This design comes from an exercise in tuning for small area, a short achievable clock period and few clock cycles on the open sky130 flow, not from production work. Where RTL was checked, it was by simulation tests only, not by an equivalence proof against the original. No activity file was given, so power comes from the tool's default toggle rates.

==> flow/design.v <==
module Div (
    input wire clk,
    input wire reset_total,
    input wire reset_local,
    input wire [31:0] dividend_in,
    input wire [31:0] divisor_in,
    output reg zero_division_flag,
    output wire [31:0] remainder_out,
    output wire [31:0] quotient_out,
    output wire done
);
    function [6:0] lzc32;
        input [31:0] x;
        reg [15:0] v1; reg [15:0] c1;
        reg [7:0]  v2; reg [15:0] c2;
        reg [3:0]  v3; reg [11:0] c3;
        reg [1:0]  v4; reg [7:0]  c4;
        reg        v5; reg [4:0]  c5;
        integer k;
        begin
            for (k = 0; k < 16; k = k + 1) begin
                v1[k] = x[31-2*k] | x[30-2*k];
                c1[k] = ~x[31-2*k];
            end
            for (k = 0; k < 8; k = k + 1) begin
                v2[k] = v1[2*k] | v1[2*k+1];
                c2[2*k+:2] = v1[2*k] ? {1'b0, c1[2*k]} : {1'b1, c1[2*k+1]};
            end
            for (k = 0; k < 4; k = k + 1) begin
                v3[k] = v2[2*k] | v2[2*k+1];
                c3[3*k+:3] = v2[2*k] ? {1'b0, c2[4*k+:2]} : {1'b1, c2[4*k+2+:2]};
            end
            for (k = 0; k < 2; k = k + 1) begin
                v4[k] = v3[2*k] | v3[2*k+1];
                c4[4*k+:4] = v3[2*k] ? {1'b0, c3[6*k+:3]} : {1'b1, c3[6*k+3+:3]};
            end
            v5 = v4[0] | v4[1];
            c5 = v4[0] ? {1'b0, c4[3:0]} : {1'b1, c4[7:4]};
            lzc32 = {v5, ~v5, c5 & {5{v5}}};    
        end
    endfunction
    wire        sa = dividend_in[31];
    wire        sb = divisor_in[31];
    wire        ca = sa & ~&(dividend_in[31:1] | ~dividend_in[30:0]);
    wire [6:0]  la = lzc32(sa ? {~dividend_in[30:0], 1'b1} : dividend_in);
    wire [6:0]  lb = lzc32(divisor_in ^ {32{sb}});
    wire [4:0]  lb5 = lb[4:0] | {5{lb[5]}};
    wire        bz = ~sb & ~lb[6];
    wire [6:0]  cmp = {1'b0, la[5:0]} + {2'b11, ~lb5} + {6'd0, ca};
    wire        trivial = ~cmp[6];
    reg  [31:0] r;       
    reg  [31:0] q;       
    reg  [32:0] d;       
    reg  [4:0]  za;      
    reg  [4:0]  zb;      
    reg         zc;      
    reg         run;     
    reg         p2;      
    reg         sr;      
    reg         sq;      
    wire [32:0] rx = {r[31], r};
    wire [32:0] t = rx + d + 33'd1;
    wire        tz = &(rx ^ d);
    wire        ge = sr ? (t[32] | tz) : ~t[32];
    wire [4:0]  s = zb + ~za + {4'd0, ~zc};
    reg  [32:0] d_sh;
    integer i;
    always @* begin
        d_sh = d;
        for (i = 0; i < 5; i = i + 1)
            if (s[i]) d_sh = (d_sh << (1 << i)) | ~({33{1'b1}} << (1 << i));
    end
    wire        start = reset_local & ~reset_total;
    wire        go = ~trivial & ~bz;
    wire        take = run & ge & (~p2 | sq);
    always @(posedge clk) begin
        if (reset_local)
            r <= dividend_in & {32{~bz}};
        else if (take)
            r <= t[31:0];
        if (reset_local)
            d <= (sa ^ sb) ? {sb, divisor_in} - 33'd1 : ~{sb, divisor_in};
        else if (p2)
            d <= d_sh;
        else
            d <= {d[32], d[32:1]};
        if (reset_total) begin
            run <= 1'b0;
            p2 <= 1'b0;
        end else if (reset_local) begin
            run <= go;
            p2 <= go;
            za <= la[4:0];
            zb <= lb5;
            zc <= ca;
            q <= 32'd0;
            sr <= sa;
            sq <= sa ^ sb;
            zero_division_flag <= bz;
        end else if (p2) begin
            p2 <= 1'b0;
            za <= s;
            if (!ge) run <= 1'b0;
            q <= {32{sq & ge}};
        end else if (run) begin
            q <= {q[30:0], ge ^ sq};
            za <= za - 5'd1;
            if (za == 5'd0) run <= 1'b0;
        end
    end
    assign done = ~run;
    assign quotient_out  = q;
    assign remainder_out = r;
endmodule
Settings: LEC_CHECK=0, ABC_AREA=1, CAP_MARGIN=20, CORE_MARGIN=2, CORE_UTILIZATION=60, CTS_BUF_LIST=sky130_fd_sc_hd__clkbuf_4 sky130_fd_sc_hd__clkbuf_8, CTS_CLUSTER_SIZE=20, SETUP_SLACK_MARGIN=3.2, SLEW_MARGIN=20; clock period 6.0 ns.
standard.sh (not shown) runs the stock make flow with config.mk's settings and CLKGATE_MAP_FILE= SYNTH_SCRIPT=/design/flow/synth_recipe.tcl, a recipe that flattens the netlist after the stock synthesis.
==> flow/flow/run.sh <==
#!/bin/bash
# Standard layout (the standard.sh) with these changes:
# - adders keep Yosys's default carry-lookahead mapping instead of the
#   Kogge-Stone extra map, and are not turned into half/full adder cells, so
#   ABC maps them;
# - the port buffers are the smallest buffer cell (repair_timing upsizes the
#   ones on critical paths).
set -euo pipefail
export ADDER_MAP_FILE=
export SYNTH_OPERATIONS_ARGS=-nordff
export BUFFER_PORTS_ARGS="-buffer_cell sky130_fd_sc_hd__buf_1"
bash standard.sh > flow_make.log 2>&1
Testbench counts at the start, summed over its fixed seeds: cycles 22,792.
==> next run, changes <==
--- a/flow/design.v
+++ b/flow/design.v
@@ -43,7 +43,7 @@
     wire        sb = divisor_in[31];
     wire        ca = sa & ~&(dividend_in[31:1] | ~dividend_in[30:0]);
     wire [6:0]  la = lzc32(sa ? {~dividend_in[30:0], 1'b1} : dividend_in);
-    wire [6:0]  lb = lzc32(divisor_in ^ {32{sb}});
+    wire [6:0]  lb = lzc32({1'b0, divisor_in[31:1] ^ divisor_in[30:0]});
     wire [4:0]  lb5 = lb[4:0] | {5{lb[5]}};
     wire        bz = ~sb & ~lb[6];
     wire [6:0]  cmp = {1'b0, la[5:0]} + {2'b11, ~lb5} + {6'd0, ca};
Result:
- The new run went through all stages and came out clean
- register-to-register slack is worse by 60 ps
- global-route usage barely changes
- die area went up by 0.50%
- fmax went down by 4.5%
- sequential power hardly moves
- via count went down by 0.99%
- synthesized cell count went down by 1.7%
- wire length barely changes
- combinational power went up by about 9%
- setup slack is worse by 130 ps
- design area went up by 1.9%
No functional check of the RTL was part of the second run of this note.


Starts from the design.v that is shown in full above.
clock: 6.0 ns
lec_check: 0
abc_area: 1
cap_margin: 20
core_margin: 2
core_utilization: 60
cts_buf_list: sky130_fd_sc_hd__clkbuf_4 sky130_fd_sc_hd__clkbuf_8
cts_cluster_size: 20
setup_slack_margin: 3.0
slew_margin: 20
Scripts as last shown in full above: flow/flow/run.sh
Testbench counts at the start, summed over its fixed seeds: cycles 22,792.
Next try:
--- a/flow/design.v
+++ b/flow/design.v
@@ -57,35 +57,45 @@
     reg         run;     
     reg         p2;      
     reg         sr;      
     reg         sq;      
     wire [32:0] rx = {r[31], r};
+    wire [32:0] d2 = {d[32], d[32:1]};
     wire [32:0] t = rx + d + 33'd1;
     wire        tz = &(rx ^ d);
     wire        ge = sr ? (t[32] | tz) : ~t[32];
+    wire [32:0] t2 = rx + d2 + 33'd1;
+    wire        tz2 = &(rx ^ d2);
+    wire        ge2 = sr ? (t2[32] | tz2) : ~t2[32];
     wire [4:0]  s = zb + ~za + {4'd0, ~zc};
     reg  [32:0] d_sh;
     integer i;
     always @* begin
         d_sh = d;
         for (i = 0; i < 5; i = i + 1)
             if (s[i]) d_sh = (d_sh << (1 << i)) | ~({33{1'b1}} << (1 << i));
     end
-    wire        start = reset_local & ~reset_total;
     wire        go = ~trivial & ~bz;
+    wire        step = run & ~p2;
+    wire        last = (za == 5'd0);
     wire        take = run & ge & (~p2 | sq);
+    wire        take2 = step & ~ge & ~last & ge2;
     always @(posedge clk) begin
         if (reset_local)
             r <= dividend_in & {32{~bz}};
         else if (take)
             r <= t[31:0];
+        else if (take2)
+            r <= t2[31:0];
         if (reset_local)
             d <= (sa ^ sb) ? {sb, divisor_in} - 33'd1 : ~{sb, divisor_in};
         else if (p2)
             d <= d_sh;
+        else if (ge)
+            d <= d2;
         else
-            d <= {d[32], d[32:1]};
+            d <= {{2{d[32]}}, d[32:2]};
         if (reset_total) begin
             run <= 1'b0;
             p2 <= 1'b0;
         end else if (reset_local) begin
             run <= go;
@@ -101,13 +111,19 @@
             p2 <= 1'b0;
             za <= s;
             if (!ge) run <= 1'b0;
             q <= {32{sq & ge}};
         end else if (run) begin
-            q <= {q[30:0], ge ^ sq};
-            za <= za - 5'd1;
-            if (za == 5'd0) run <= 1'b0;
+            if (ge | last) begin
+                q <= {q[30:0], ge ^ sq};
+                za <= za - 5'd1;
+                if (last) run <= 1'b0;
+            end else begin
+                q <= {q[29:0], sq, ge2 ^ sq};
+                za <= za - 5'd2;
+                if (za == 5'd1) run <= 1'b0;
+            end
         end
     end
     assign done = ~run;
     assign quotient_out  = q;
     assign remainder_out = r;
Clock-buffer cell count is unchanged.
Global-route usage is higher by 3.3 points.
Worst setup slack loses 88 ps.
Via count grows by a quarter to a third.
Final cell count climbs by a quarter to a third.
Utilization rises by 5.4 points.
Wire length climbs by well over a third.
Cell area is higher by a quarter to a third.
Register-to-register slack is worse by 140 ps.
Combinational power goes up to 3.7 times its value.
Sequential power climbs by well over a third.
Total power increases by well over a third.
First-iteration DRC count is higher by well over a third.
Function not checked in the second run of this note: the RTL went through the layout flow alone.


== main ==
// Div: RTL as listed in full above, without the edits since
Settings: LEC_CHECK=0, ABC_AREA=1, CAP_MARGIN=20, CORE_MARGIN=2, CORE_UTILIZATION=65, CTS_BUF_LIST=sky130_fd_sc_hd__clkbuf_4 sky130_fd_sc_hd__clkbuf_8, CTS_CLUSTER_SIZE=20, SETUP_SLACK_MARGIN=3.2, SLEW_MARGIN=20; clock period 6.0 ns.
Scripts as last shown in full above: flow/flow/run.sh
Testbench counts of main, summed over its fixed seeds: cycles 22,792.
Modified inputs, the feature branch compared to main
--- a/flow/design.v
+++ b/flow/design.v
@@ -49,60 +49,57 @@
     wire [6:0]  cmp = {1'b0, la[5:0]} + {2'b11, ~lb5} + {6'd0, ca};
     wire        trivial = ~cmp[6];
     reg  [31:0] r;       
     reg  [31:0] q;       
     reg  [32:0] d;       
     reg  [4:0]  za;      
-    reg  [4:0]  zb;      
-    reg         zc;      
     reg         run;     
     reg         p2;      
     reg         sr;      
     reg         sq;      
     wire [32:0] rx = {r[31], r};
-    wire [32:0] t = rx + d + 33'd1;
-    wire        tz = &(rx ^ d);
+    wire        ci = ~sq;
+    wire [32:0] t = rx + d + {32'd0, ci};
+    wire [32:0] hs = rx ^ d;
+    wire        tz = &(hs ~^ {rx[31:0] | d[31:0], ci});
     wire        ge = sr ? (t[32] | tz) : ~t[32];
-    wire [4:0]  s = zb + ~za + {4'd0, ~zc};
+    wire [4:0]  s = za;
     reg  [32:0] d_sh;
     integer i;
     always @* begin
         d_sh = d;
         for (i = 0; i < 5; i = i + 1)
-            if (s[i]) d_sh = (d_sh << (1 << i)) | ~({33{1'b1}} << (1 << i));
+            if (s[i]) d_sh = (d_sh << (1 << i)) | (~({33{1'b1}} << (1 << i)) & {33{~sq}});
     end
     wire        start = reset_local & ~reset_total;
     wire        go = ~trivial & ~bz;
     wire        take = run & ge & (~p2 | sq);
     always @(posedge clk) begin
         if (reset_local)
             r <= dividend_in & {32{~bz}};
         else if (take)
             r <= t[31:0];
         if (reset_local)
-            d <= (sa ^ sb) ? {sb, divisor_in} - 33'd1 : ~{sb, divisor_in};
+            d <= {sb, divisor_in} ^ {33{~(sa ^ sb)}};
         else if (p2)
             d <= d_sh;
         else
             d <= {d[32], d[32:1]};
         if (reset_total) begin
             run <= 1'b0;
             p2 <= 1'b0;
         end else if (reset_local) begin
             run <= go;
             p2 <= go;
-            za <= la[4:0];
-            zb <= lb5;
-            zc <= ca;
+            za <= lb5 + ~la[4:0] + {4'd0, ~ca};    
             q <= 32'd0;
             sr <= sa;
             sq <= sa ^ sb;
             zero_division_flag <= bz;
         end else if (p2) begin
             p2 <= 1'b0;
-            za <= s;
             if (!ge) run <= 1'b0;
             q <= {32{sq & ge}};
         end else if (run) begin
             q <= {q[30:0], ge ^ sq};
             za <= za - 5'd1;
             if (za == 5'd0) run <= 1'b0;
### Flow results
In the feature branch, the area taken by flip-flops and latches came out about 5.5% below the value in main.
The run with more routed wire is main, not the feature branch.
Per the comparison of the feature branch with main, routed length on met3 now sits lower; switching power now sits lower; maximum achievable frequency now sits lower; share of the clock period used by the worst path now sits higher.
In summary, the feature branch completed successfully, with a layout that passed the timing, DRC and antenna checks.
The feature branch vs main: power share of the combinational group up
Looking at number of CTS-inserted buffers across main and the feature branch, the one that comes out lower is the feature branch.
For the feature branch, only the layout was checked, not whether the RTL still works.

==> static timing again, ports no longer ideal <==
Ports are ideal in the flow. The routed layouts listed here were re-timed in OpenROAD.
Step 1, drivers: a clkbuf_16 drives clk and a buf_2 each remaining input, both assumed.
Step 2, shift: input delay + t, output delay - t, t = (earliest + latest rising clock arrival at the registers) / 2. This alone moves slack from input paths to output paths.
Three values: ideal, step 1, step 2; two values: the first two.
| run | shift t [ns] | setup slack, ns | worst setup path at the end | slew at the worst register clock pin (ns) |
|---|---|---|---|---|
| the first run of note 1 | 0.499 | 3.232 / 3.223 / 2.723 | input to register | 0.09 / 0.09 |
| the second run of note 1 | 0.486 | 3.103 / 3.107 / 2.621 | input to register | 0.09 / 0.09 |
| the first run of note 2 | 0.504 | 3.108 / 3.123 / 2.619 | input to register | 0.09 / 0.09 |
| the second run of note 2 | 0.534 | 3.020 / 3.020 / 2.532 | input to register | 0.09 / 0.09 |
| main | 0.492 | 3.090 / 3.109 / 2.617 | input to register | 0.08 / 0.08 |
| the feature branch | 0.433 | 3.024 / 2.994 / 2.561 | input to register | 0.12 / 0.12 |
After both steps setup and hold are still met in every run listed. The setup slack of the first run of note 1, which loses most, moves by -0.009 ns with the drivers and by -0.509 ns with both steps.
